This design comes from an exercise in tuning for small area on the open sky130 flow, not from production work.
No functional check of the RTL was part of any run shown here.
Power figures rest on the tool's default switching activity, not on a simulated workload.

==> design.v <==
module FPAdder(
  input             clk,
  input      [31:0] A_56,
  input      [31:0] B_56,
  output reg [31:0] sum_56
);
  wire        sA = A_56[31];
  wire        sB = B_56[31];
  wire  [7:0] eA = A_56[30:23];
  wire  [7:0] eB = B_56[30:23];
  wire [22:0] mA = A_56[22:0];
  wire [22:0] mB = B_56[22:0];
  wire  [8:0] dsum   = {1'b0, eA} + {1'b0, ~eB};
  wire        larger = dsum[8];
  wire  [7:0] amt    = dsum[7:0] ^ {8{~larger}};
  wire [22:0] ms1    = larger ? {1'b0, mB[22:1]} : mA;
  wire [22:0] sh     = (|amt[7:5]) ? 23'd0 : (ms1 >> amt[4:0]);
  wire [22:0] ml     = larger ? mA : mB;
  wire  [7:0] el     = larger ? eA : eB;
  wire        sL     = larger ? sA : sB;
  wire        op     = sA ^ sB;
  wire        eqe    = eA == eB;
  wire        byp    = (A_56 == 32'd0) | (B_56 == 32'd0);
  wire        sg     = byp ? (sA | sB) : (op ? sL : sA);
  wire        f      = ~byp & op & eqe;
  reg  [22:0] r1_ml, r1_sh;
  reg   [7:0] r1_e;
  reg         r1_sg, r1_f, r1_op, r1_byp;
  always @(posedge clk) begin
    r1_ml  <= ml;
    r1_sh  <= sh;
    r1_e   <= el;
    r1_sg  <= sg;
    r1_f   <= f;
    r1_op  <= op;
    r1_byp <= byp;
  end
  wire [22:0] b  = r1_sh ^ {23{r1_op}};
  wire [22:0] p  = r1_ml ^ b;
  wire [22:0] g  = r1_ml & b;
  wire [22:0] G, P;              
  genvar i;
  generate
    for (i = 0; i < 23; i = i + 1) begin : pfx
      if (i == 0) begin : b0
        assign G[0] = g[0];
        assign P[0] = p[0];
      end else begin : bi
        assign G[i] = g[i] | (p[i] & G[i-1]);
        assign P[i] = p[i] & P[i-1];
      end
    end
  endgenerate
  wire        c   = G[22];
  wire        cin = r1_op & c;
  wire [22:0] cy  = {G[21:0] | (P[21:0] & {22{cin}}), cin};
  wire [22:0] z   = p ^ cy;
  wire        inv = r1_op & ~c;
  wire [23:0] t   = {~r1_op & c, z ^ {23{inv}}};
  wire        gt   = c;
  wire        lt   = ~c & ~P[22];
  wire        sign = r1_f ? (r1_sg ? gt : lt) : r1_sg;
  reg  [23:0] r2_t;
  reg   [7:0] r2_e;
  reg         r2_sign, r2_byp;
  always @(posedge clk) begin
    r2_t    <= t;
    r2_e    <= r1_e;
    r2_sign <= sign;
    r2_byp  <= r1_byp;
  end
  wire        keep = r2_byp | (~r2_t[23] & r2_t[22]);
  reg  [31:0] res;
  always @(*) begin
    if (keep)
      res = {r2_sign, r2_e, r2_t[22:0]};
    else if (r2_t[23])
      res = {r2_sign, r2_e + 8'd1, r2_t[23:1]};
    else
      res = {r2_sign, r2_e - 8'd1, r2_t[21:0], 1'b0};
  end
  reg [31:0] r3, r4;
  always @(posedge clk) begin
    r3     <= res;
    r4     <= r3;
    sum_56 <= r4;
  end
endmodule
==> run.sh <==
#!/bin/bash
# synth_recipe.tcl (not shown) runs the flow's synth.tcl, then flattens the netlist and writes it again
# the make line also repeats each setting of config.mk as NAME=value (left out here)
make -C /OpenROAD-flow-scripts/flow DESIGN_CONFIG=/design/flow/config.mk WORK_HOME=/design/flow/orfs CLKGATE_MAP_FILE= SYNTH_SCRIPT=/design/flow/synth_recipe.tcl finish
==> config.mk <==
export PLATFORM = sky130hd
export DESIGN_NAME = FPAdder
export DESIGN_NICKNAME = FPAdder
export VERILOG_FILES = /design/flow/design.v
export SDC_FILE = /design/flow/constraint.sdc
export NUM_CORES = 4
export LEC_CHECK = 0
export CAP_MARGIN = 20
export CORE_MARGIN = 2
export CORE_UTILIZATION = 65
export PLACE_DENSITY = 0.8
export SLEW_MARGIN = 20
==> constraint.sdc <==
create_clock -name core_clock -period 4.0 [get_ports {clk}]
set_input_delay 0.8000 -clock core_clock [delete_from_list [all_inputs] [get_ports {clk}]]
set_output_delay 0.8000 -clock core_clock [all_outputs]
set_load 0.01 [all_outputs]
==> results of run 1 <==
-- logic make-up (layout without fill, tap and decap cells) --
| family | Yosys count | after routing | share of synthesized area |
|---|---|---|---|
| AO/OA/AOI/OAI | 176 | 176 | 0.130 |
| AND/OR/NAND/NOR | 225 | 225 | 0.122 |
| adder cells (fa/ha/maj) | 40 | 40 | 0.0596 |
| multiplexers | 98 | 98 | 0.148 |
| XOR/XNOR | 71 | 71 | 0.0736 |
| flip-flops | 188 | 188 | 0.435 |
| buffers and inverters | 66 | 196 | 0.0315 |
-- registers in the layout, indices dropped and copies added, names as in the netlist --
signal	count
r3	32
r2_byp	1
r1_e	8
r2_sign	1
r1_sg	1
r4	32
r1_f	1
sum_56	32
r2_t	24
r2_e	8
r1_byp	1
r1_ml	23
r1_sh	23
r1_op	1
-- cell usage in the layout, fill, tap and decap left out, drive strengths merged, types with 3 or more instances in the layout --
master / instances
nor4: 22
nand2b: 5
mux2: 28
xor2: 32
nor2b: 4
o32ai: 3
xnor2: 39
nand4: 10
or2: 3
a21o: 13
ha: 38
o22ai: 4
o221ai: 3
nor2: 60
dfxtp: 188
mux4: 21
nand2: 75
inv: 32
nor3: 13
buf: 42
o31ai: 3
and2: 4
clkbuf: 18
clkinv: 5
or3: 3
and3: 4
clkdlybuf4s50: 96
o21bai: 5
o21a: 6
o21ai: 42
a31oi: 6
a211oi: 15
nand3: 15
mux2i: 49
a211o: 4
a21oi: 50
-- routing by layer --
| layer | vias to the layer above | part of all wire | GRT usage |
|---|---|---|---|
| met5 | - | 0 | 0 |
| li1 | 3350 | - | - |
| met1 | 3351 | 0.40 | 0.414 |
| met3 | 78 | 0.075 | 0.0455 |
| met2 | 445 | 0.48 | 0.547 |
| met4 | 0 | 0.039 | 0.158 |
-- worst register-to-register path, cell delays in order, from the launching register on --
cell and delay (ns):
dfxtp_1 0.37, buf_12 0.22, xor2_1 0.17, ha_1 0.31, a21o_1 0.21, a2111oi_0 0.57
o31ai_1 0.19, nor3_2 0.46, nand2_1 0.42, a21boi_0 0.40, a21oi_1 0.12, a2bb2oi_1 0.13
-- through the flow --
stage               setup slack, ns  instance area (um2)  instances  hold slack, ns
floorplan                     0.467                 8650        864           0.310
global route                  0.100                10600       1170           0.326
detailed placement          -0.0498                10000       1138           0.312
global placement             0.0490                10000       1138           0.310
CTS                           0.387                10600       1170           0.324
finish                        0.311                10600       1170           0.323
-- cell type report --
class | instances | share of cell area
Tap cell | 176 | 0.0207
Clock inverter | 14 | 0.0141
Timing Repair Buffer | 138 | 0.126
Clock buffer | 18 | 0.0404
Inverter | 26 | 0.00919
Sequential cell | 188 | 0.355
Multi-Input combinational cell | 610 | 0.435
-- worst max-delay path by stage --
| stage | from | to | slack [ns] | depth (start not counted) |
|---|---|---|---|---|
| final | r1_op | r2_t[8] | 0.31 | 11 |
| after global routing | r1_op | r2_t[8] | 0.1 | 11 |
| after CTS | A_56[23] | r1_sh[19] | 0.39 | 12 |
| after detailed placement | A_56[23] | r1_sh[19] | -0.05 | 12 |
| after global placement | A_56[23] | r1_sh[3] | 0.05 | 12 |
| after floorplan | r1_op | r2_t[16] | 0.47 | 13 |
-- report_power, final --
group	switching [mW]	total, mW	leakage [nW]	internal (mW)
Clock	0.757	1.64	0.278	0.881
Sequential	0.292	2.88	1.58	2.59
Combinational	1.45	2.71	2.51	1.26
==> reports/qor.csv, run 1 <==
metric,value,unit
critPathTopFamily,compound AO/OA/AOI/OAI gates,
tritoncts,yes,
cts.clk_slew.worst_paths,0.07,ns
die_h,119,um
io_buffers,96,
peakVddDrop,0.366,mV
worst_pin_slew,0.726,ns
hold_depth,0,
p_per_area,681,nW/um2
grt_pass1_wl,36.4,mm
firstDrtPassIters,6,
rrSetupSlack,0.31,ns
syn_nets,969,
hold_end,r4[7],
finalPower,7.23,mW
cp_slowest_stage_delay,0.57,ns
grt_max_degree,54,
startpoint_type,register,
cts_hold_buf,0,
crit_buf_inv,1,
r2r-start,r1_op,
endpoint_kind,register,
yosysSeqAreaShare,0.435,
critPathKind,register to register,
r2r_end,r2_t[8],
synth_common_cells,"dfxtp_1, nand2_1, nor2_1",
rows,42,
ff_latch_area,3760,um2
setup_tns,0,ns
max_cap_viol_count,0,
period_needed,3.69,ns
finalSetupViolations,0,
drc_errors,0,
rsz0062_at_grt,false,
hpwlAfterDp,16.1,mm
leakage,4.36,nW
numCtsBuffers,17,
drive_above_1_share,0.132,
die-area,14300,um2
insertedDiodeCount,0,
antenna_found_initial,0,
first_iter_violations,678,
finalHoldViolations,0,
cts.sinks,188,
ys_types,67,
synthArstFlopShare,0,
start_util,0.659,
grt.total_usage,0.326,
cp_data_arrival_time,4.01,ns
path_cells,"buf_12, xor2_1, ha_1, a21o_1, a2111oi_0, o31ai_1, nor3_2, nand2_1, a21boi_0, a21oi_1, a2bb2oi_1",
ant_nets,0,
place_congestion,0.929,
worstPathMaxFanout,29,
ioPinCount,97,
cts_root_buffer,clkbuf_16,
yosysTopAreaCell,dfxtp_1,
holdCritPathClass,register to register,
vias_per_cell,6.17,
finalClockSkew,0.00995,ns
ff2ff_path_depth,11,
fillers,777,
required,4.32,ns
synth_edf_count,0,
hold_start,r3[7],
die_w,119,um
netlist.area_leader.share,0.435,
grt.overflow.total,0,
fmax,271,MHz
wire_per_inst,19.4,um
multi_input_area,4620,um2
clk_path_buf_depth,2,
yosysMostFrequentCell,dfxtp_1,
wl,22.7,mm
max-slew-margin-rel,0.512,
fin_util,0.808,
ys_warn_count,1,
cts_resized,0,
ys.flop_type,dfxtp_1,
synth.avg_cell_area,10.0,um2
synthesis.area,8650,um2
ys_seq_elements,188,
synthTopCellsByArea,"dfxtp_1, mux2i_1, ha_1, mux4_2, xnor2_1",
core,13100,um2
area_delta_synth_final,22.7,%
maxSlewViolCount,0,
final.period_utilization,0.922,
slowest_stage,a2111oi_0,
status,"complete, no violations",
cts_max_level,4,
postCtsSetupRepairBufs,0,
nets,1086,
vias,7224,
syn_inst,864,
clk_latency,0.43,ns
grt_pass1_vias,6981,
==> inputs of run 2 (changes only) <==
--- a/config.mk
+++ b/config.mk
@@ -8,5 +8,7 @@
 export CAP_MARGIN = 20
 export CORE_MARGIN = 2
-export CORE_UTILIZATION = 65
-export PLACE_DENSITY = 0.8
+export CORE_UTILIZATION = 40
+export CTS_BUF_LIST = sky130_fd_sc_hd__clkbuf_8
+export CTS_CLUSTER_DIAMETER = 100
+export CTS_CLUSTER_SIZE = 40
 export SLEW_MARGIN = 20
==> reports/qor.csv, run 2 <==
metric,value,unit
status,"complete, no violations",
grtUsageMet1,0.235,
r2r-start,r1_op,
endpoint_kind,register,
drc_errors,0,
final_common_cell,dfxtp_1,
finalWorstSetupSlack,0.386,ns
synth_edf_count,0,
ys.flop_type,dfxtp_1,
period_needed,3.61,ns
p_switching,2.25,mW
antenna_found_initial,0,
finalClockSkew,0.0120,ns
p_per_area,618,nW/um2
ff2ff_path_depth,12,
clockPowerShare,0.186,
syn_nets,969,
rrSetupSlack,0.44,ns
maxSlewViolCount,0,
pre_cts_ws,-0.0381,ns
die_h,151,um
tritoncts,yes,
grt.overflow.total,0,
p_comb_frac,0.390,
hold_end,r4[9],
cp_data_arrival_time,3.99,ns
place_area,10300,um2
hold_depth,0,
wire_per_inst,15.1,um
first_iter_violations,391,
worstPathMaxFanout,6,
cts_max_level,4,
peakVddDrop,0.240,mV
start_util,0.409,
insertedDiodeCount,0,
cts.clk_slew.worst_paths,0.11,ns
numCtsBuffers,17,
holdCritPathClass,register to register,
top_usage_layer,met2,
cp_slowest_stage_delay,0.58,ns
nets,1100,
ant_nets,0,
fin_area,10700,um2
top_regs,"r3 x32, r4 x32, sum_56 x32",
crit_buf_inv,2,
postCtsSetupRepairBufs,0,
startpoint_type,primary input,
synthesis.area,8650,um2
yosysSeqAreaShare,0.435,
clk_path_buf_depth,2,
ys_types,67,
die_w,151,um
final.period_utilization,0.903,
yosysMostFrequentCell,dfxtp_1,
finalSetupViolations,0,
setup_tns,0,ns
wl,19.4,mm
rsz0062_at_grt,false,
hold_start,r3[9],
finalHoldViolations,0,
critPathKind,primary input to register,
syn_inst,864,
vias,6447,
clk_latency,0.45,ns
ys_seq_elements,188,
ys_warn_count,1,
synth.avg_cell_area,10.0,um2
crit_path_start,A_56[23],
grt_max_degree,43,
drive_above_1_share,0.145,
max-slew-margin-rel,0.350,
synthTopCellsByArea,"dfxtp_1, mux2i_1, ha_1, mux4_2, xnor2_1",
critPathTopFamily,simple AND/OR/NAND/NOR gates,
core,21200,um2
yosysTopAreaCell,dfxtp_1,
cts.sinks,188,
cts_root_buffer,clkbuf_8,
synthArstFlopShare,0,
r2r_end,r2_t[10],
fmax,277,MHz
intPower,4.34,mW
area_delta_synth_final,23.2,%
use_met2,0.285,
io_buffers,96,
hpwlAfterDp,15.5,mm
cts_resized,0,
path_cells,"clkdlybuf4s50_1, ha_1, inv_1, fa_1, nand2b_1, a21oi_1, o311ai_0, or4_1, mux2_4, or2_4, o21bai_1, o211ai_1",
grt_pass1_wl,31.3,mm
rows,53,
max_cap_viol_count,0,
netlist.area_leader.share,0.435,
finalPower,6.59,mW
slowest_stage,or4_1,
firstDrtPassIters,5,
sw_frac_of_total,0.342,
cts_hold_buf,0,
required,4.37,ns
leakage,4.35,nW
seqPwrFrac,0.425,
vias_per_cell,5.02,
final_cell_mix,"dfxtp_1, clkdlybuf4s50_1, nand2_1",
ioPinCount,97,
grt_pass1_vias,6078,
synth_common_cells,"dfxtp_1, nand2_1, nor2_1",
worst_pin_slew,0.975,ns
place_congestion,0.939,
grt.total_usage,0.174,
grt_use_met3,0.0256,
die-area,22800,um2
[run 2: cell count changes in the layout (fill, tap and decap cells not counted), moves of 2 or more]
cell / previous run / this run
inv_6: 4 / 2
clkbuf_16: 17 / 0
buf_4: 37 / 52
clkinv_8: 1 / 5
inv_8: 2 / 4
clkbuf_8: 0 / 17
[run 2: logic make-up after synthesis]
logic type,after synthesis,share of synthesized area
and+or+nand+nor,225,0.122
DFF,188,0.435
adders and majority gates,40,0.0596
AOI/OAI and AO/OA,176,0.130
xor gates and xnor gates,71,0.0736
muxes,98,0.148
buffers and inverters,66,0.0315
[run 2: layer usage]
| metal | share of wire | routed length (um) |
|---|---|---|
| met4 | 0.023 | 449 |
| met3 | 0.041 | 796 |
| met2 | 0.45 | 8750 |
| met5 | 0 | 0 |
| met1 | 0.49 | 9440 |
[run 2: final cells by class]
class                      count  area, um2
tap                          275        344
clock inverter                15        176
clock buffer                  17        234
fill                        1953      10500
sequential                   188       3760
multi-input combinational    610       4620
timing repair buffer         152       1430
inverter                      26       97.6
[run 2: through the flow]
step	std cells	hold WS, ns	util
after floorplan	864	0.310	-
after global routing	1283	0.330	0.504
after global placement	1251	0.310	0.485
after CTS	1283	0.324	0.504
final	1283	0.325	0.504
after detailed placement	1251	0.312	0.485
[run 2: worst register-to-register path, cell delays in order (launching register included)]
cell and delay [ns]:
dfxtp_1 0.50, buf_4 0.29, xor2_1 0.17, ha_1 0.18, a21o_1 0.18, a2111oi_1 0.10, buf_4 0.16, nor4_1 0.43
nor3_2 0.16, a21oi_1 0.72, a211oi_1 0.16, a211oi_1 0.29, xor2_1 0.16
[run 2: how the worst max path moves through the flow]
stage / endpoint / slack (ns) / cells after the start
3_3_place_gp: r1_sh[0] / 0.02 / 11
4_1_cts: r2_t[10] / 0.42 / 11
2_1_floorplan: r2_t[16] / 0.47 / 13
6_report: r1_sh[3] / 0.39 / 12
5_1_grt: r2_t[15] / 0.19 / 12
3_5_place_dp: r1_sh[3] / -0.04 / 12
[run 2: power groups by stage]
stage / clock network, mW / registers (mW) / logic [mW]
final: 1.22 / 2.80 / 2.57
after floorplan: 0 / 2.88 / 1.57
after global placement: 0 / 2.84 / 2.54
after CTS: 1.27 / 2.81 / 2.56
after detailed placement: 0 / 2.86 / 2.56
after global routing: 1.35 / 2.87 / 2.83
==> inputs of run 3 (changes only) <==
==> flow/run.sh (new file) <==
#!/bin/bash
# Standard ORFS layout, with plain buf_1 cells as the port buffers.
set -euo pipefail
bash standard.sh "BUFFER_PORTS_ARGS=-buffer_cell sky130_fd_sc_hd__buf_1" finish > flow_make.log 2>&1
==> standard.sh (new file) <==
#!/bin/bash
# synth_recipe.tcl (not shown) runs the flow's synth.tcl, then flattens the netlist and writes it again
# the make line also repeats each setting of config.mk as NAME=value (left out here)
make -C /OpenROAD-flow-scripts/flow DESIGN_CONFIG=/design/flow/config.mk WORK_HOME=/design/flow/orfs CLKGATE_MAP_FILE= SYNTH_SCRIPT=/design/flow/synth_recipe.tcl "${@:-finish}"
removed: run.sh
==> reports/qor.csv, run 3 <==
metric,value,unit
cts_max_level,4,
max-slew-margin-rel,0.504,
synthTopCellsByArea,"dfxtp_1, mux2i_1, ha_1, mux4_2, xnor2_1",
max_cap_viol_count,0,
core,21200,um2
drc_errors,0,
ys_warn_count,1,
numCtsBuffers,17,
nets,1069,
die_h,151,um
required,4.39,ns
wl,19.4,mm
ys_types,67,
wire_per_inst,15.5,um
peakVddDrop,0.268,mV
worstPathMaxFanout,13,
yosysSeqAreaShare,0.435,
syn_inst,864,
antenna_found_initial,0,
ys_seq_elements,188,
die_w,151,um
grt.overflow.total,0,
seqPwrFrac,0.444,
cts.clk_slew.worst_paths,0.09,ns
p_per_area,640,nW/um2
synthAdderAreaFrac,0.0596,
grt_pass1_vias,5915,
synth_compound_area_frac,0.130,
synthesis.area,8650,um2
tritoncts,yes,
rsz0062_at_grt,false,
synth_mux_area_frac,0.148,
final_cell_mix,"dfxtp_1, buf_1, nand2_1",
vias,6412,
syn_nets,969,
instances_no_fill,1252,
p_switching,2.22,mW
die-area,22800,um2
yosysTopAreaCell,dfxtp_1,
netlist.area_leader.share,0.435,
fmax,286,MHz
grt.total_usage,0.174,
synthArstFlopShare,0,
p_comb_frac,0.357,
critPathKind,register to register,
intPower,4.09,mW
synth_xor_area_frac,0.0736,
finalWorstSetupSlack,0.499,ns
final_common_cell,dfxtp_1,
drive_above_1_share,0.119,
cts_resized,0,
finalClockSkew,0.0137,ns
clk_path_buf_depth,2,
synthSimpleGateAreaFrac,0.122,
rows,53,
top_regs,"r3 x32, r4 x32, sum_56 x32",
grt_max_degree,33,
synth.avg_cell_area,10.0,um2
ys.flop_type,dfxtp_1,
synth_edf_count,0,
cp_data_arrival_time,3.89,ns
pre_cts_ws,0.194,ns
maxSlewViolCount,0,
synth_common_cells,"dfxtp_1, nand2_1, nor2_1",
cts_root_buffer,clkbuf_8,
startpoint_type,register,
area_delta_synth_final,13.9,%
ant_nets,0,
ioPinCount,97,
leakage,3.96,nW
setup_tns,0,ns
vias_per_cell,5.12,
synth_top_family_by_area,multiplexers,
cts.sinks,188,
finalHoldViolations,0,
status,"complete, no violations",
clk_latency,0.47,ns
firstDrtPassIters,5,
grt_pass1_wl,30.8,mm
endpoint_kind,register,
cts_hold_buf,0,
dp_cells,1220,
fillers,2044,
place_congestion,0.895,
postCtsSetupRepairBufs,0,
clockPowerShare,0.198,
holdCritPathClass,register to register,
yosysMostFrequentCell,dfxtp_1,
first_iter_violations,330,
finalSetupViolations,0,
hpwlAfterDp,15.4,mm
insertedDiodeCount,0,
io_buffers,96,
start_util,0.409,
holdWs,0.330,ns
sw_frac_of_total,0.351,
worst_pin_slew,0.735,ns
final.period_utilization,0.875,
period_needed,3.50,ns
-- run 3: worst max-delay path, stage by stage (launching register included) --
cell      delay, ns
dfxtp_1        0.57
buf_12         0.21
xor2_1         0.15
ha_1           0.32
a211oi_1       0.29
o21ai_0        0.24
a221o_1        0.37
nand3_1        0.26
and3_1         0.46
a211oi_1       0.10
a211oi_1       0.28
xor2_1         0.18
-- run 3: layout make-up --
cell class | count | area (um2) | area share
inverters | 26 | 97.6 | 0.00990
repair buffers | 121 | 611 | 0.0620
multi-input cells | 610 | 4620 | 0.469
clock buffers | 17 | 234 | 0.0237
clock inverters | 15 | 179 | 0.0182
well taps | 275 | 344 | 0.0349
flip-flops and latches | 188 | 3760 | 0.382
-- run 3: routing by layer --
metal	track usage	wire length, um	vias up
li1	-	-	3302
met1	0.243	9600	2886
met2	0.269	8510	193
met3	0.0244	784	31
met4	0.0738	506	0
met5	0	0	-
-- run 3: final timing paths --
check	start	endpoint	slack, ns	depth (start not counted)
setup / recovery	r1_op	r2_t[10]	0.50	11
hold reg to reg	r3[21]	r4[21]	0.33	0
hold / removal	r3[21]	r4[21]	0.33	0
setup reg to reg	r1_op	r2_t[10]	0.50	11
-- run 3: through the flow --
stage | utilization | power [mW] | instance area (um2)
floorplan | - | 4.45 | 8650
global placement | 0.446 | 5.08 | 9430
detailed placement | 0.446 | 5.10 | 9430
CTS | 0.465 | 6.36 | 9850
global route | 0.466 | 6.76 | 9850
finish | 0.466 | 6.30 | 9850
-- run 3: cell families (layout without fill, tap and decap cells) --
family | count (synthesis) | count (layout)
AO/OA/AOI/OAI | 176 | 176
multiplexers | 98 | 98
AND/OR/NAND/NOR | 225 | 225
buffers and inverters | 66 | 179
flip-flops | 188 | 188
XOR/XNOR | 71 | 71
adder cells (fa/ha/maj) | 40 | 40
-- run 3: power by group through the flow --
stage | Clock [mW] | Sequential [mW] | Combinational (mW)
after floorplan | 0 | 2.88 | 1.57
after global placement | 0 | 2.85 | 2.23
after detailed placement | 0 | 2.86 | 2.24
after CTS | 1.29 | 2.81 | 2.25
after global routing | 1.37 | 2.88 | 2.52
final | 1.25 | 2.80 | 2.25
==> inputs of run 4 (changes only) <==
--- a/config.mk
+++ b/config.mk
@@ -12,3 +12,4 @@
 export CTS_CLUSTER_DIAMETER = 100
 export CTS_CLUSTER_SIZE = 40
+export GPL_TIMING_DRIVEN = 0
 export SLEW_MARGIN = 20
==> reports/qor.csv, run 4 <==
metric,value,unit
maxSlewViolCount,0,
syn_inst,864,
antenna_found_initial,0,
die-area,22800,um2
grt.overflow.total,0,
wl,20.9,mm
startpoint_type,register,
ant_nets,0,
finalSetupViolations,0,
synthTopCellsByArea,"dfxtp_1, mux2i_1, ha_1, mux4_2, xnor2_1",
worst_pin_slew,0.837,ns
holdCritPathClass,register to register,
start_util,0.409,
rsz0062_at_grt,false,
cts.clk_slew.worst_paths,0.09,ns
finalPower,6.22,mW
hpwlAfterDp,16.6,mm
cp_data_arrival_time,4.23,ns
hold_end,r4[1],
ys_warn_count,1,
final_cell_mix,"dfxtp_1, buf_1, nand2_1",
place_congestion,0.926,
firstDrtPassIters,5,
tritoncts,yes,
r2r-start,r1_op,
vias_per_cell,5.10,
synth_compound_area_frac,0.130,
holdWs,0.327,ns
endpoint_kind,register,
setup_tns,0,ns
ioPinCount,97,
yosysSeqAreaShare,0.435,
clk_path_buf_depth,2,
multi_input_area,4660,um2
finalHoldViolations,0,
nets,1084,
max-slew-margin-rel,0.442,
synth_common_cells,"dfxtp_1, nand2_1, nor2_1",
critPathKind,register to register,
grt_pass1_wl,33.3,mm
final.period_utilization,0.963,
wire_per_inst,16.5,um
ff_latch_area,3760,um2
synth_xor_area_frac,0.0736,
leakage,3.89,nW
insertedDiodeCount,0,
synth_top_family_by_area,multiplexers,
r2r_end,r2_t[1],
cts_hold_buf,0,
fillers,2082,
yosysMostFrequentCell,dfxtp_1,
synth.avg_cell_area,10.0,um2
io_buffers,96,
status,"complete, no violations",
hold_depth,0,
vias,6459,
grt.total_usage,0.189,
ff2ff_path_depth,12,
place_area,9360,um2
cts_max_level,4,
ys_types,67,
period_needed,3.85,ns
synth_mux_area_frac,0.148,
grt_max_degree,17,
top_regs,"r3 x32, r4 x32, sum_56 x32",
p_per_area,637,nW/um2
cts_root_buffer,clkbuf_8,
first_iter_violations,379,
cts.sinks,188,
syn_nets,969,
synthAdderAreaFrac,0.0596,
netlist.area_leader.share,0.435,
final_common_cell,dfxtp_1,
area_delta_synth_final,13.0,%
synth_edf_count,0,
yosysTopAreaCell,dfxtp_1,
worstPathMaxFanout,10,
fmax,260,MHz
die_w,151,um
ys_seq_elements,188,
synthesis.area,8650,um2
hold_start,r3[1],
drc_errors,0,
fin_area,9780,um2
drive_above_1_share,0.108,
numCtsBuffers,17,
peakVddDrop,0.231,mV
rrSetupSlack,0.15,ns
finalClockSkew,0.00948,ns
grt_pass1_vias,6248,
core,21200,um2
ys.flop_type,dfxtp_1,
clk_latency,0.46,ns
required,4.38,ns
rows,53,
die_h,151,um
max_cap_viol_count,0,
synthSimpleGateAreaFrac,0.122,
synthArstFlopShare,0,
-- run 4: changes by cell type in the layout (fill, tap and decap cells not counted), moves of 4 or more --
| cell | change |
|---|---|
| clkbuf_2 | +4 |
| buf_4 | -18 |
| clkbuf_1 | +25 |
| buf_12 | -5 |
| buf_2 | +5 |
| inv_8 | -5 |
-- run 4: per-layer routing --
layer,vias up,track usage,part of all wire
met2,177,0.308,0.46
met5,-,0,0
li1,3331,-,-
met4,0,0.0734,0.022
met3,26,0.0250,0.043
met1,2925,0.257,0.48
-- run 4: area by class of cell --
type | instances | share of cell area
Inverter | 26 | 0.00998
Clock inverter | 13 | 0.0125
Timing Repair Buffer | 97 | 0.0376
Clock buffer | 18 | 0.0253
Buffer | 39 | 0.0180
Tap cell | 275 | 0.0352
Multi-Input combinational cell | 610 | 0.476
Sequential cell | 188 | 0.385
-- run 4: kinds of logic after synthesis --
family                     Yosys count
and+or+nand+nor                    225
DFF                                188
buffers and inverters               66
muxes                               98
xor gates and xnor gates            71
adders and majority gates           40
AOI/OAI and AO/OA                  176
-- run 4: how the worst max path moves through the flow --
stage	from	end	slack, ns	cells past startpoint
global placement	r1_op	r2_t[10]	-0.61	12
CTS	r1_op	r2_sign	0.03	11
detailed placement	r1_op	r2_t[10]	-0.59	12
global route	r1_op	r2_t[10]	0.03	12
finish	r1_op	r2_t[1]	0.15	12
floorplan	r1_op	r2_t[16]	0.47	13
-- run 4: power breakdown --
group	switching, mW	leakage (nW)	internal (mW)
registers	0.222	1.58	2.58
clock network	0.649	0.191	0.509
logic	1.33	2.12	0.937
total	2.20	3.89	4.02
-- run 4: what timing repair did --
item,CTS,global route
buffers inserted,0,1
setup endpoints to repair,23,30
cloned,0,0
resized for setup,4,9
pin swaps,0,1
-- run 4: stage by stage --
stage,setup slack [ns],instances,utilization
4_1_cts,0.0311,1266,0.460
3_5_place_dp,-0.591,1235,0.442
3_3_place_gp,-0.610,1235,0.442
5_1_grt,0.0345,1266,0.462
2_1_floorplan,0.467,864,-
6_report,0.148,1266,0.462
-- run 4: worst max-delay path, cell delays in order, from the launching register on --
cell and delay [ns]:
dfxtp_1 0.34, clkbuf_2 0.30, clkbuf_2 0.34, xor2_1 0.19, ha_1 0.31, a21o_1 0.23
a2111oi_1 0.64, o31ai_1 0.20, nor2_1 0.23, nand3_2 0.31, buf_2 0.32, a21oi_1 0.20
xnor2_1 0.16
==> inputs of run 5 (changes only) <==
--- a/config.mk
+++ b/config.mk
@@ -8,8 +8,8 @@
 export CAP_MARGIN = 20
 export CORE_MARGIN = 2
-export CORE_UTILIZATION = 40
+export CORE_UTILIZATION = 65
 export CTS_BUF_LIST = sky130_fd_sc_hd__clkbuf_8
 export CTS_CLUSTER_DIAMETER = 100
 export CTS_CLUSTER_SIZE = 40
-export GPL_TIMING_DRIVEN = 0
+export PLACE_DENSITY = 0.8
 export SLEW_MARGIN = 20
==> reports/qor.csv, run 5 <==
metric,value,unit
cts_max_level,4,
intPower,4.07,mW
io_buffers,96,
ys.flop_type,dfxtp_1,
final_common_cell,dfxtp_1,
numCtsBuffers,17,
synthAdderAreaFrac,0.0596,
clk_path_buf_depth,2,
p_switching,2.18,mW
synthSimpleGateAreaFrac,0.122,
netlist.area_leader.share,0.435,
ff_latch_area,3760,um2
seqPwrFrac,0.450,
vias,6503,
area_delta_synth_final,11.7,%
rrSetupSlack,0.48,ns
maxSlewViolCount,0,
pre_cts_ws,0.198,ns
top_regs,"r3 x32, r4 x32, sum_56 x32",
fmax,284,MHz
period_needed,3.52,ns
final_cell_mix,"dfxtp_1, buf_1, nand2_1",
ys_warn_count,1,
instances_no_fill,1152,
worst_pin_slew,0.785,ns
worstPathMaxFanout,12,
endpoint_kind,register,
grt_max_degree,54,
clockPowerShare,0.196,
peakVddDrop,0.261,mV
grt.total_usage,0.253,
insertedDiodeCount,0,
die_h,119,um
die-area,14300,um2
start_util,0.659,
drive_above_1_share,0.116,
p_comb_frac,0.354,
setup_tns,0,ns
multi_input_area,4620,um2
synth_edf_count,0,
status,"complete, no violations",
holdCritPathClass,register to register,
firstDrtPassIters,4,
ant_nets,0,
ff2ff_path_depth,11,
ys_seq_elements,188,
cts_root_buffer,clkbuf_8,
r2r-start,r1_op,
synthesis.area,8650,um2
rsz0062_at_grt,false,
ys_types,67,
synth_common_cells,"dfxtp_1, nand2_1, nor2_1",
die_w,119,um
place_congestion,0.923,
synth_compound_area_frac,0.130,
tritoncts,yes,
required,4.40,ns
synthArstFlopShare,0,
leakage,3.93,nW
critPathKind,register to register,
grt_pass1_wl,28.6,mm
synth_mux_area_frac,0.148,
hold_start,r4[13],
core,13100,um2
ioPinCount,97,
yosysMostFrequentCell,dfxtp_1,
finalWorstSetupSlack,0.479,ns
first_iter_violations,365,
cp_data_arrival_time,3.93,ns
yosysSeqAreaShare,0.435,
grt_pass1_vias,5758,
p_per_area,646,nW/um2
antenna_found_initial,0,
postCtsSetupRepairBufs,0,
r2r_end,r2_sign,
finalHoldViolations,0,
hpwlAfterDp,13.9,mm
wl,17.8,mm
grt.overflow.total,0,
hold_end,sum_56[13],
synth_top_family_by_area,multiplexers,
finalClockSkew,0.0111,ns
hold_depth,0,
startpoint_type,register,
nets,1068,
holdWs,0.320,ns
rows,42,
cts.clk_slew.worst_paths,0.10,ns
clk_latency,0.46,ns
dp_cells,1120,
sw_frac_of_total,0.349,
drc_errors,0,
cts_resized,0,
synthTopCellsByArea,"dfxtp_1, mux2i_1, ha_1, mux4_2, xnor2_1",
syn_inst,864,
syn_nets,969,
cts.sinks,188,
fillers,1010,
synth.avg_cell_area,10.0,um2
cts_hold_buf,0,
yosysTopAreaCell,dfxtp_1,
max_cap_viol_count,0,
finalSetupViolations,0,
vias_per_cell,5.64,
wire_per_inst,15.5,um
synth_xor_area_frac,0.0736,
final.period_utilization,0.880,
max-slew-margin-rel,0.470,
run 5: cell families after synthesis:
| group | count (synthesis) |
|---|---|
| xor+xnor | 71 |
| flops | 188 |
| mux | 98 |
| compound gates | 176 |
| simple gates | 225 |
| buf+inv | 66 |
| fa+ha+maj | 40 |
run 5: stage by stage:
stage	utilization	area, um2	total power, mW
after floorplan	-	8650	4.45
after global placement	0.705	9260	4.97
after detailed placement	0.705	9260	5.05
after CTS	0.736	9670	6.27
after global routing	0.736	9670	6.64
final	0.736	9670	6.25
run 5: power by group through the flow:
stage          sequential, mW  combinational, mW  clock [mW]
6_report                 2.81               2.21        1.22
5_1_grt                  2.88               2.44        1.33
4_1_cts                  2.82               2.20        1.25
3_5_place_dp             2.86               2.19           0
3_3_place_gp             2.82               2.15           0
2_1_floorplan            2.88               1.57           0
run 5: per-layer routing:
layer	vias to the layer above	global-route usage	wire [um]
met1	2943	0.335	8030
met2	228	0.415	8290
met5	-	0	0
li1	3300	-	-
met4	0	0.0949	530
met3	32	0.0450	980
run 5: worst max-delay path by stage:
stage / slack (ns) / from / depth (start not counted) / endpoint
5_1_grt: 0.31 / r1_op / 12 / r2_t[8]
4_1_cts: 0.52 / r1_op / 11 / r2_sign
3_3_place_gp: 0.19 / B_56[23] / 13 / r1_sh[1]
6_report: 0.48 / r1_op / 11 / r2_sign
3_5_place_dp: 0.20 / A_56[23] / 12 / r1_sh[1]
2_1_floorplan: 0.47 / r1_op / 13 / r2_t[16]
run 5: worst max-delay path, stage by stage (launching register included):
cell and delay [ns]:
dfxtp_1 0.40, buf_4 0.25, buf_4 0.23, xor2_1 0.09
ha_1 0.19, a21o_1 0.21, a2111oi_1 0.49, nor4_1 0.17
nor3_2 0.42, nand2_1 0.39, or4_1 0.56, nand2_1 0.07
run 5: final cells by class:
class / instances / share of cell area
repair buffers: 120 / 0.0585
clock buffers: 18 / 0.0256
multi-input cells: 610 / 0.477
inverters: 26 / 0.0101
clock inverters: 14 / 0.0163
well taps: 176 / 0.0228
flip-flops and latches: 188 / 0.389
==> inputs of run 6 (changes only) <==
==> flow/run.sh (replaced) <==
#!/bin/bash
# Standard ORFS layout, with plain buf_1 cells as the port buffers.
set -euo pipefail
bash standard.sh "BUFFER_PORTS_ARGS=-buffer_cell sky130_fd_sc_hd__buf_1" RECOVER_POWER=100 finish > flow_make.log 2>&1
--- a/config.mk
+++ b/config.mk
@@ -8,8 +8,7 @@
 export CAP_MARGIN = 20
 export CORE_MARGIN = 2
-export CORE_UTILIZATION = 65
+export CORE_UTILIZATION = 40
 export CTS_BUF_LIST = sky130_fd_sc_hd__clkbuf_8
 export CTS_CLUSTER_DIAMETER = 100
 export CTS_CLUSTER_SIZE = 40
-export PLACE_DENSITY = 0.8
 export SLEW_MARGIN = 20
==> reports/qor.csv, run 6 <==
metric,value,unit
insertedDiodeCount,0,
wl_met2,8.49,mm
syn_nets,969,
fillers,2053,
place_congestion,0.895,
grt.total_usage,0.174,
clockPowerShare,0.199,
yosysSeqAreaShare,0.435,
synthesis.area,8650,um2
max_cap_viol_count,1,
holdCritPathClass,register to register,
vias_per_cell,5.19,
cts_max_level,4,
synthSimpleGateAreaFrac,0.122,
ys_seq_elements,188,
finalHoldViolations,0,
crit_path_start,A_56[23],
maxSlewViolCount,24,
yosysTopAreaCell,dfxtp_1,
io_buffers,96,
synth_top_family_by_area,multiplexers,
wl,19.4,mm
die_w,151,um
antenna_found_initial,0,
postCtsSetupRepairBufs,0,
ioPinCount,97,
leakage,3.92,nW
wl_met1,9.49,mm
ys_types,67,
finalClockSkew,0.0125,ns
synthTopCellsByArea,"dfxtp_1, mux2i_1, ha_1, mux4_2, xnor2_1",
p_switching,2.21,mW
grt_pass1_wl,30.8,mm
cts.clk_slew.worst_paths,0.10,ns
cts_resized,0,
netlist.area_leader.share,0.435,
synth_compound_area_frac,0.130,
sw_frac_of_total,0.352,
nets,1069,
finalWorstSetupSlack,0.324,ns
fin_area,9810,um2
peakVddDrop,0.268,mV
routed-wl-met3,892,um
final_cell_mix,"dfxtp_1, buf_1, nand2_1",
worstPathMaxFanout,10,
ff2ff_path_depth,12,
area_delta_synth_final,13.4,%
top_layer,met4,
first_iter_violations,403,
final_common_cell,dfxtp_1,
intPower,4.07,mW
pre_cts_ws,0.194,ns
place_area,9430,um2
grt_max_degree,33,
check-failures,"max-capacitance violations, max-slew violations",
rsz0062_at_grt,false,
hpwlAfterDp,15.4,mm
synth_edf_count,0,
start_util,0.409,
cts_hold_buf,0,
yosysMostFrequentCell,dfxtp_1,
hold_start,r3[21],
cts_root_buffer,clkbuf_8,
tritoncts,yes,
finalSetupViolations,0,
startpoint_type,primary input,
clk_path_buf_depth,2,
grt.overflow.total,0,
syn_inst,864,
critPathKind,primary input to register,
required,4.41,ns
synthAdderAreaFrac,0.0596,
max-slew-margin-rel,-0.0250,
numCtsBuffers,17,
cp_data_arrival_time,4.09,ns
ys_warn_count,1,
die-area,22800,um2
finalPower,6.28,mW
synth_common_cells,"dfxtp_1, nand2_1, nor2_1",
synth_xor_area_frac,0.0736,
fmax,272,MHz
rows,53,
drc_errors,0,
firstDrtPassIters,5,
top_regs,"r3 x32, r4 x32, sum_56 x32",
p_per_area,640,nW/um2
final.period_utilization,0.919,
setup_tns,0,ns
ant_nets,0,
status,finished with violations,
seqPwrFrac,0.446,
period_needed,3.68,ns
ys.flop_type,dfxtp_1,
synth_mux_area_frac,0.148,
cts.sinks,188,
vias,6494,
clk_latency,0.47,ns
core,21200,um2
drive_above_1_share,0.0942,
worst_pin_slew,1.54,ns
p_comb_frac,0.355,
r2r-start,r1_op,
grt_pass1_vias,5915,
endpoint_kind,register,
hold_depth,0,
die_h,151,um
wire_per_inst,15.5,um
synthArstFlopShare,0,
synth.avg_cell_area,10.0,um2
-- run 6: changes by cell type in the layout (fill, tap and decap cells not counted), sizes merged --
cell and delta:
buf -5, clkinvlp -2, inv +1, clkinv +2, clkbuf +5
-- run 6: final cells by class --
cell class	instances	area, um2	area share
Clock buffer	17	234	0.0238
Inverter	26	97.6	0.00995
Clock inverter	15	179	0.0182
Tap cell	275	344	0.0351
Multi-Input combinational cell	610	4600	0.469
Sequential cell	188	3760	0.384
Timing Repair Buffer	121	589	0.0601
-- run 6: cell families (layout without fill, tap and decap cells) --
logic type,Yosys count,after routing
simple gates,225,225
xor+xnor,71,71
flops,188,188
compound gates,176,176
mux,98,98
buf+inv,66,179
fa+ha+maj,40,40
-- run 6: power by group through the flow --
stage | clock network [mW] | logic [mW] | registers (mW)
2_1_floorplan | 0 | 1.57 | 2.88
3_3_place_gp | 0 | 2.23 | 2.85
3_5_place_dp | 0 | 2.24 | 2.86
4_1_cts | 1.29 | 2.25 | 2.81
5_1_grt | 1.37 | 2.50 | 2.88
6_report | 1.25 | 2.23 | 2.80
-- run 6: final timing paths --
| check | slack [ns] | to |
|---|---|---|
| worst max-delay path | 0.32 | r1_sh[6] |
| worst min-delay path | 0.33 | r4[21] |
| worst max register to register | 0.44 | r2_t[16] |
| worst min register to register | 0.33 | r4[21] |
-- run 6: worst max-delay path, stage by stage --
cell	delay (ns)
buf_1	0.15
ha_1	0.20
inv_1	0.06
fa_1	0.39
nand2b_1	0.21
a211o_1	0.29
and2_0	0.30
or4_1	0.57
mux2_1	0.44
nor2b_1	0.44
a22o_1	0.23
-- run 6: metrics by stage --
stage / util / cells / hold slack [ns]
floorplan: - / 864 / 0.310
global placement: 0.446 / 1220 / 0.311
detailed placement: 0.446 / 1220 / 0.312
CTS: 0.465 / 1252 / 0.330
global route: 0.464 / 1252 / 0.332
finish: 0.464 / 1252 / 0.330
-- run 6: per-layer routing --
metal | vias to the layer above | GRT usage
li1 | 3304 | -
met1 | 2937 | 0.243
met2 | 222 | 0.269
met3 | 31 | 0.0244
met4 | 0 | 0.0738
met5 | - | 0
==> inputs of run 7 (changes only) <==
==> design.v (replaced) <==
module FPAdder(
  input             clk,
  input      [31:0] A_56,
  input      [31:0] B_56,
  output reg [31:0] sum_56
);
  wire        sA = A_56[31];
  wire        sB = B_56[31];
  wire  [7:0] eA = A_56[30:23];
  wire  [7:0] eB = B_56[30:23];
  wire [22:0] mA = A_56[22:0];
  wire [22:0] mB = B_56[22:0];
  wire        larger = eA > eB;
  wire  [7:0] ediff  = larger ? eA - eB : eB - eA;
  wire [22:0] ml     = larger ? mA : mB;
  wire [22:0] ms     = larger ? mB : mA;
  wire  [7:0] el     = larger ? eA : eB;
  wire        sL     = larger ? sA : sB;
  wire [22:0] sh     = ms >> ediff;
  wire        gt     = ml > sh;
  wire        lt     = sh > ml;
  wire        same   = sA == sB;
  wire [23:0] t      = same ? ml + sh : (gt ? ml - sh : sh - ml);
  wire        sign   = same ? sA : ((eA != eB) ? sL : (sL ? gt : lt));
  wire        zA     = A_56 == 32'b0;
  wire        zB     = B_56 == 32'b0;
  wire        byp    = zA | zB;
  reg         r1_byp, r1_sign;
  reg   [7:0] r1_e;
  reg  [23:0] r1_t;
  always @(posedge clk) begin
    r1_byp  <= byp;
    r1_sign <= zA ? sB : (zB ? sA : sign);
    r1_e    <= zA ? eB : (zB ? eA : el);
    r1_t    <= zA ? {1'b0, mB} : (zB ? {1'b0, mA} : t);
  end
  wire        keep = r1_byp | (~r1_t[23] & r1_t[22]);
  reg  [31:0] res;
  always @(*) begin
    if (keep)
      res = {r1_sign, r1_e, r1_t[22:0]};
    else if (r1_t[23])
      res = {r1_sign, r1_e + 8'd1, r1_t[23:1]};
    else
      res = {r1_sign, r1_e - 8'd1, r1_t[21:0], 1'b0};
  end
  reg [31:0] r2, r3, r4;
  always @(posedge clk) begin
    r2     <= res;
    r3     <= r2;
    r4     <= r3;
    sum_56 <= r4;
  end
endmodule
==> run.sh (new file) <==
#!/bin/bash
# synth_recipe.tcl (not shown) runs the flow's synth.tcl, then flattens the netlist and writes it again
# the make line also repeats each setting of config.mk as NAME=value (left out here)
make -C /OpenROAD-flow-scripts/flow DESIGN_CONFIG=/design/flow/config.mk WORK_HOME=/design/flow/orfs CLKGATE_MAP_FILE= SYNTH_SCRIPT=/design/flow/synth_recipe.tcl finish
--- a/config.mk
+++ b/config.mk
@@ -9,6 +9,3 @@
 export CORE_MARGIN = 2
 export CORE_UTILIZATION = 40
-export CTS_BUF_LIST = sky130_fd_sc_hd__clkbuf_8
-export CTS_CLUSTER_DIAMETER = 100
-export CTS_CLUSTER_SIZE = 40
 export SLEW_MARGIN = 20
removed: flow/run.sh
removed: standard.sh
==> reports/qor.csv, run 7 <==
metric,value,unit
syn_nets,1454,
synth_edf_count,0,
wl_met1,17.9,mm
synthSimpleGateAreaFrac,0.172,
drive_above_1_share,0.398,
drc_errors,0,
synthAdderAreaFrac,0.115,
finalSetupViolations,25,
holdCritPathClass,register to register,
wl_met2,20.0,mm
max-slew-margin-rel,0.461,
yosysTopAreaCell,dfxtp_1,
max_cap_viol_count,0,
netlist.area_leader.share,0.299,
start_util,0.405,
status,finished with violations,
maxSlewViolCount,0,
clk_path_buf_depth,2,
wire_per_inst,19.6,um
cts_root_buffer,clkbuf_16,
fillers,2222,
dp_cells,2061,
top_layer,met4,
ant_nets,0,
synth_compound_area_frac,0.213,
ys_warn_count,1,
ioPinCount,97,
grt.overflow.total,0,
antenna_found_initial,0,
nets,1950,
grt.total_usage,0.290,
period_needed,6.05,ns
critPathKind,primary input to register,
die_w,169,um
clk_latency,0.43,ns
yosysSeqAreaShare,0.299,
cts_max_level,4,
endpoint_kind,register,
synthTopCellsByArea,"dfxtp_1, ha_1, nand2_1, mux2i_1, a21oi_1",
required,4.31,ns
finalClockSkew,0.0201,ns
cp_slowest_stage_delay,0.51,ns
final_cell_mix,"buf_4, nand2_1, dfxtp_1",
cts_hold_buf,0,
tritoncts,yes,
synth_common_cells,"nand2_1, dfxtp_1, ha_1",
finalWorstSetupSlack,-2.05,ns
fmax,165,MHz
instances_no_fill,2142,
rows,60,
finalHoldViolations,0,
io_buffers,96,
worstPathMaxFanout,5,
die-area,28500,um2
ys.flop_type,dfxtp_1,
fin_util,0.646,
grt_pass1_wl,64.1,mm
final_common_cell,buf_4,
wl,42.0,mm
pre_cts_ws,-3.20,ns
yosysMostFrequentCell,nand2_1,
synth_top_family_by_area,compound AO/OA/AOI/OAI gates,
ys_types,79,
setup_tns,-45.41,ns
slowest_stage,mux4_2,
p_per_area,509,nW/um2
syn_inst,1293,
check-failures,negative setup slack,
worst_pin_slew,0.808,ns
grt_pass1_vias,11620,
insertedDiodeCount,0,
vias,11735,
rsz0062_at_grt,true,
startpoint_type,primary input,
synth_mux_area_frac,0.116,
cts.clk_slew.worst_paths,0.07,ns
finalPower,8.80,mW
core,26800,um2
synthesis.area,10900,um2
place_area,15200,um2
synthArstFlopShare,0,
place_congestion,0.985,
vias_per_cell,5.48,
area_delta_synth_final,59.4,%
firstDrtPassIters,6,
fin_area,17300,um2
cts.sinks,162,
peakVddDrop,0.309,mV
numCtsBuffers,17,
final.period_utilization,1.51,
first_iter_violations,996,
synth.avg_cell_area,8.39,um2
ys_seq_elements,162,
synth_xor_area_frac,0.0281,
leakage,7.85,nW
holdWs,0.320,ns
grt_max_degree,42,
die_h,169,um
hpwlAfterDp,32.6,mm
routed-wl-met3,2.56,mm
cp_data_arrival_time,6.36,ns
[run 7: changes by cell type in the layout (fill, tap and decap cells not counted), moves of 28 or more]
| cell | before | now |
|---|---|---|
| buf_4 | 14 | 408 |
| nand2_1 | 75 | 172 |
| ha_1 | 38 | 71 |
| buf_1 | 96 | 0 |
| xor2_1 | 32 | 4 |
| inv_1 | 26 | 75 |
| clkdlybuf4s50_1 | 0 | 80 |
[run 7: final cells by class]
| type | instances | area (um2) | area share |
|---|---|---|---|
| clock inverter | 14 | 121 | 0.00702 |
| tap | 341 | 427 | 0.0247 |
| clock buffer | 17 | 425 | 0.0246 |
| inverter | 86 | 330 | 0.0191 |
| multi-input combinational | 979 | 8220 | 0.475 |
| sequential | 162 | 3240 | 0.187 |
| timing repair buffer | 543 | 4540 | 0.262 |
[run 7: cell families after synthesis]
| group | after synthesis |
|---|---|
| AND/OR/NAND/NOR | 404 |
| multiplexers | 93 |
| flip-flops | 162 |
| XOR/XNOR | 34 |
| adder cells (fa/ha/maj) | 96 |
| AO/OA/AOI/OAI | 351 |
| buffers and inverters | 153 |
[run 7: where the power goes]
group / internal (mW) / leakage, nW / switching, mW
Clock: 0.811 / 0.259 / 0.714
Sequential: 2.37 / 1.36 / 0.259
Combinational: 2.35 / 6.22 / 2.30
[run 7: worst max-delay path: cells and delay by family]
family | cells | cell delay [ns]
muxes | 2 | 0.81
xor gates and xnor gates | 1 | 0.28
adders and majority gates | 4 | 0.89
buffers and inverters | 7 | 0.64
and+or+nand+nor | 4 | 0.74
AOI/OAI and AO/OA | 12 | 2.19
[run 7: repair_timing]
action,in CTS,in global routing
hold endpoints to repair,0,0
pin swaps,101,78
gates resized for setup,228,92
buffers inserted,40,15
endpoints found under the setup margin,25,25
cloned,2,0
[run 7: path summary, 6_finish.rpt]
check	startpoint	to	slack, ns	cells after the start
setup / recovery	A_56[23]	r1_t[7]	-2.05	30
hold / removal	r2[9]	r3[9]	0.32	0
setup reg to reg	r1_t[23]	r2[30]	1.24	12
hold reg to reg	r2[9]	r3[9]	0.32	0
[run 7: per-layer routing]
layer,global-route usage,up-vias
met4,0.109,0
li1,-,5613
met3,0.0311,86
met1,0.374,5557
met5,0,-
met2,0.502,479
==> inputs of run 8 (changes only) <==
--- a/design.v
+++ b/design.v
@@ -26,26 +26,19 @@
   wire        zB     = B_56 == 32'b0;
   wire        byp    = zA | zB;
-  reg         r1_byp, r1_sign;
-  reg   [7:0] r1_e;
-  reg  [23:0] r1_t;
-  always @(posedge clk) begin
-    r1_byp  <= byp;
-    r1_sign <= zA ? sB : (zB ? sA : sign);
-    r1_e    <= zA ? eB : (zB ? eA : el);
-    r1_t    <= zA ? {1'b0, mB} : (zB ? {1'b0, mA} : t);
-  end
-  wire        keep = r1_byp | (~r1_t[23] & r1_t[22]);
-  reg  [31:0] res;
+  wire        keep = ~t[23] & t[22];
+  reg  [31:0] nrm;
   always @(*) begin
     if (keep)
-      res = {r1_sign, r1_e, r1_t[22:0]};
-    else if (r1_t[23])
-      res = {r1_sign, r1_e + 8'd1, r1_t[23:1]};
+      nrm = {sign, el, t[22:0]};
+    else if (t[23])
+      nrm = {sign, el + 8'd1, t[23:1]};
     else
-      res = {r1_sign, r1_e - 8'd1, r1_t[21:0], 1'b0};
+      nrm = {sign, el - 8'd1, t[21:0], 1'b0};
   end
-  reg [31:0] r2, r3, r4;
+  wire [31:0] res = zA ? B_56 : (zB ? A_56 : nrm);
+  reg [31:0] r1, r2, r3, r4;
   always @(posedge clk) begin
-    r2     <= res;
+    r1     <= res;
+    r2     <= r1;
     r3     <= r2;
     r4     <= r3;
==> reports/qor.csv, run 8 <==
metric,value,unit
slowest_stage,or4_4,
syn_inst,1361,
rows,61,
hold_depth,0,
syn_nets,1522,
numCtsBuffers,25,
antenna_found_initial,0,
finalClockSkew,0.0128,ns
cp_data_arrival_time,7.71,ns
die_h,172,um
ant_nets,0,
grt.overflow.total,0,
first_iter_violations,1720,
maxSlewViolCount,0,
p_per_area,540,nW/um2
cts.clk_slew.worst_paths,0.05,ns
hold_end,r3[13],
vias_per_cell,5.75,
nets,2179,
multi_input_area,8600,um2
ff2ff_path_depth,0,
grt.total_usage,0.345,
insertedDiodeCount,0,
die-area,29400,um2
worst_pin_slew,0.871,ns
hpwlAfterDp,38.8,mm
clk_latency,0.45,ns
ys.flop_type,dfxtp_1,
synth_common_cells,"dfxtp_1, nand2_1, a21oi_1",
finalWorstSetupSlack,-3.39,ns
max_cap_viol_count,0,
yosysMostFrequentCell,dfxtp_1,
dp_cells,2252,
ff_latch_area,3200,um2
area_delta_synth_final,69.2,%
max-slew-margin-rel,0.418,
endpoint_kind,register,
r2r_end,r4[4],
cp.depth,32,
required,4.32,ns
crit_buf_inv,4,
start_util,0.405,
place_congestion,1.01,
synth_edf_count,0,
fillers,2253,
vias,13800,
leakage,8.53,nW
wl,51.4,mm
peakVddDrop,0.309,mV
crit_top_cell,ha_4,
cts_root_buffer,clkbuf_16,
firstDrtPassIters,5,
synthTopCellsByArea,"dfxtp_1, ha_1, nand2_1, a21oi_1, mux2i_1",
grt_pass1_wl,77.1,mm
clk_path_buf_depth,3,
worstPathMaxFanout,8,
fmax,135,MHz
yosysSeqAreaShare,0.285,
netlist.area_leader.share,0.285,
final_cell_mix,"buf_4, dfxtp_1, nand2_1",
yosysTopAreaCell,dfxtp_1,
holdCritPathClass,register to register,
finalHoldViolations,0,
drive_above_1_share,0.436,
wire_per_inst,21.4,um
rrSetupSlack,3.59,ns
crit_path_start,A_56[23],
hold_start,r2[13],
cts.sinks,160,
ys_seq_elements,160,
grt_pass1_vias,13587,
period_needed,7.39,ns
holdWs,0.310,ns
check-failures,negative setup slack,
r2r-start,r3[4],
ys_types,90,
critPathKind,primary input to register,
instances_no_fill,2399,
cp_slowest_stage_delay,0.49,ns
status,finished with violations,
tritoncts,yes,
rsz0062_at_grt,true,
final_common_cell,buf_4,
critPathTopFamily,compound AO/OA/AOI/OAI gates,
ioPinCount,97,
finalSetupViolations,32,
die_w,172,um
cts_max_level,4,
ys_warn_count,1,
grt_max_degree,27,
synthArstFlopShare,0,
synth.avg_cell_area,8.25,um2
synthesis.area,11200,um2
startpoint_type,primary input,
io_buffers,96,
core,27700,um2
final.period_utilization,1.85,
drc_errors,0,
## run 8: cell types whose count changed after synthesis, sizes merged, moves of 14 or more
cell,delta
buf,+19
nor2,+20
nand2,-34
mux2i,-14
a21oi,+15
nor3,+18
o22ai,+14
## run 8: area by class of cell
class,instances,area share
clock buffer,28,0.0341
clock inverter,2,0.000527
inverter,84,0.0167
multi-input combinational,1041,0.452
sequential,160,0.169
tap,378,0.0249
timing repair buffer,706,0.303
## run 8: worst max path at each step
stage / slack, ns / to
floorplan: -3.51 / r1[30]
global placement: -4.59 / r1[30]
detailed placement: -4.61 / r1[30]
CTS: -3.30 / r1[30]
global route: -3.57 / r1[30]
finish: -3.39 / r1[30]
## run 8: per-stage QoR
stage | area (um2) | setup TNS (ns) | worst slack [ns] | util | power [mW]
floorplan | 11600 | -79.43 | -3.51 | - | 5.00
global placement | 16300 | -130.29 | -4.59 | 0.587 | 7.43
detailed placement | 16300 | -129.34 | -4.61 | 0.587 | 7.48
CTS | 18700 | -85.11 | -3.30 | 0.674 | 9.94
global route | 19000 | -97.25 | -3.57 | 0.686 | 10.8
finish | 19000 | -93.27 | -3.39 | 0.686 | 10.3
## run 8: cell families after synthesis
logic type / synth area share
XOR/XNOR: 0.0265
buffers and inverters: 0.0620
multiplexers: 0.0903
adder cells (fa/ha/maj): 0.111
AND/OR/NAND/NOR: 0.188
flip-flops: 0.285
AO/OA/AOI/OAI: 0.237
## run 8: power breakdown
part / total (mW) / switching, mW / internal [mW] / leakage [nW]
registers: 2.58 / 0.182 / 2.40 / 1.35
logic: 5.97 / 3.01 / 2.96 / 6.86
clock network: 1.71 / 0.586 / 1.12 / 0.325
total: 10.3 / 3.78 / 6.48 / 8.53
## run 8: layer usage
| layer | part of all wire | routed length [um] | track usage |
|---|---|---|---|
| met1 | 0.41 | 21000 | 0.444 |
| met2 | 0.45 | 23200 | 0.564 |
| met3 | 0.091 | 4660 | 0.0534 |
| met4 | 0.051 | 2600 | 0.164 |
| met5 | 0 | 0 | 0 |
## run 8: what timing repair did
action,in CTS,in global routing
setup buffers,102,17
pin swaps,74,44
endpoints found under the hold margin,0,0
cloned,3,0
hold buffers,0,0
resized for setup,245,57
endpoints found under the setup margin,32,32

==> static timing again, ports no longer ideal <==
The results above use ideal ports. As a check the final layouts listed here were re-extracted and re-timed, cells and wires unchanged.
Step 1, drivers: a clkbuf_16 drives clk and a buf_2 each remaining input, both assumed.
Step 2 adds t to the input delays and takes it off the output delays; t is the mean of the earliest and latest rising clock arrival at the registers after step 1. Input paths then give back, and output paths get back, about the clock's delay inside the block.
a / b / c = ideal ports / drivers / drivers and shift; a / b = the first two.
| run | t, ns | slack for setup (ns) | worst register clock-pin slew, ns |
|---|---|---|---|
| run 1 | 0.467 | 0.311 / 0.311 / -0.095 | 0.07 / 0.07 |
| run 2 | 0.478 | 0.386 / 0.390 / -0.088 | 0.11 / 0.11 |
| run 3 | 0.495 | 0.499 / 0.499 / 0.169 | 0.10 / 0.10 |
| run 4 | 0.495 | 0.148 / 0.148 / -0.322 | 0.10 / 0.10 |
| run 5 | 0.479 | 0.479 / 0.479 / 0.144 | 0.10 / 0.10 |
| run 6 | 0.494 | 0.324 / 0.328 / -0.167 | 0.10 / 0.10 |
| run 7 | 0.468 | -2.050 / -2.058 / -2.526 | 0.08 / 0.08 |
| run 8 | 0.479 | -3.393 / -3.408 / -3.888 | 0.06 / 0.06 |
The setup slack of run 8, which loses most, moves by -0.015 ns with the drivers and by -0.495 ns with both steps.
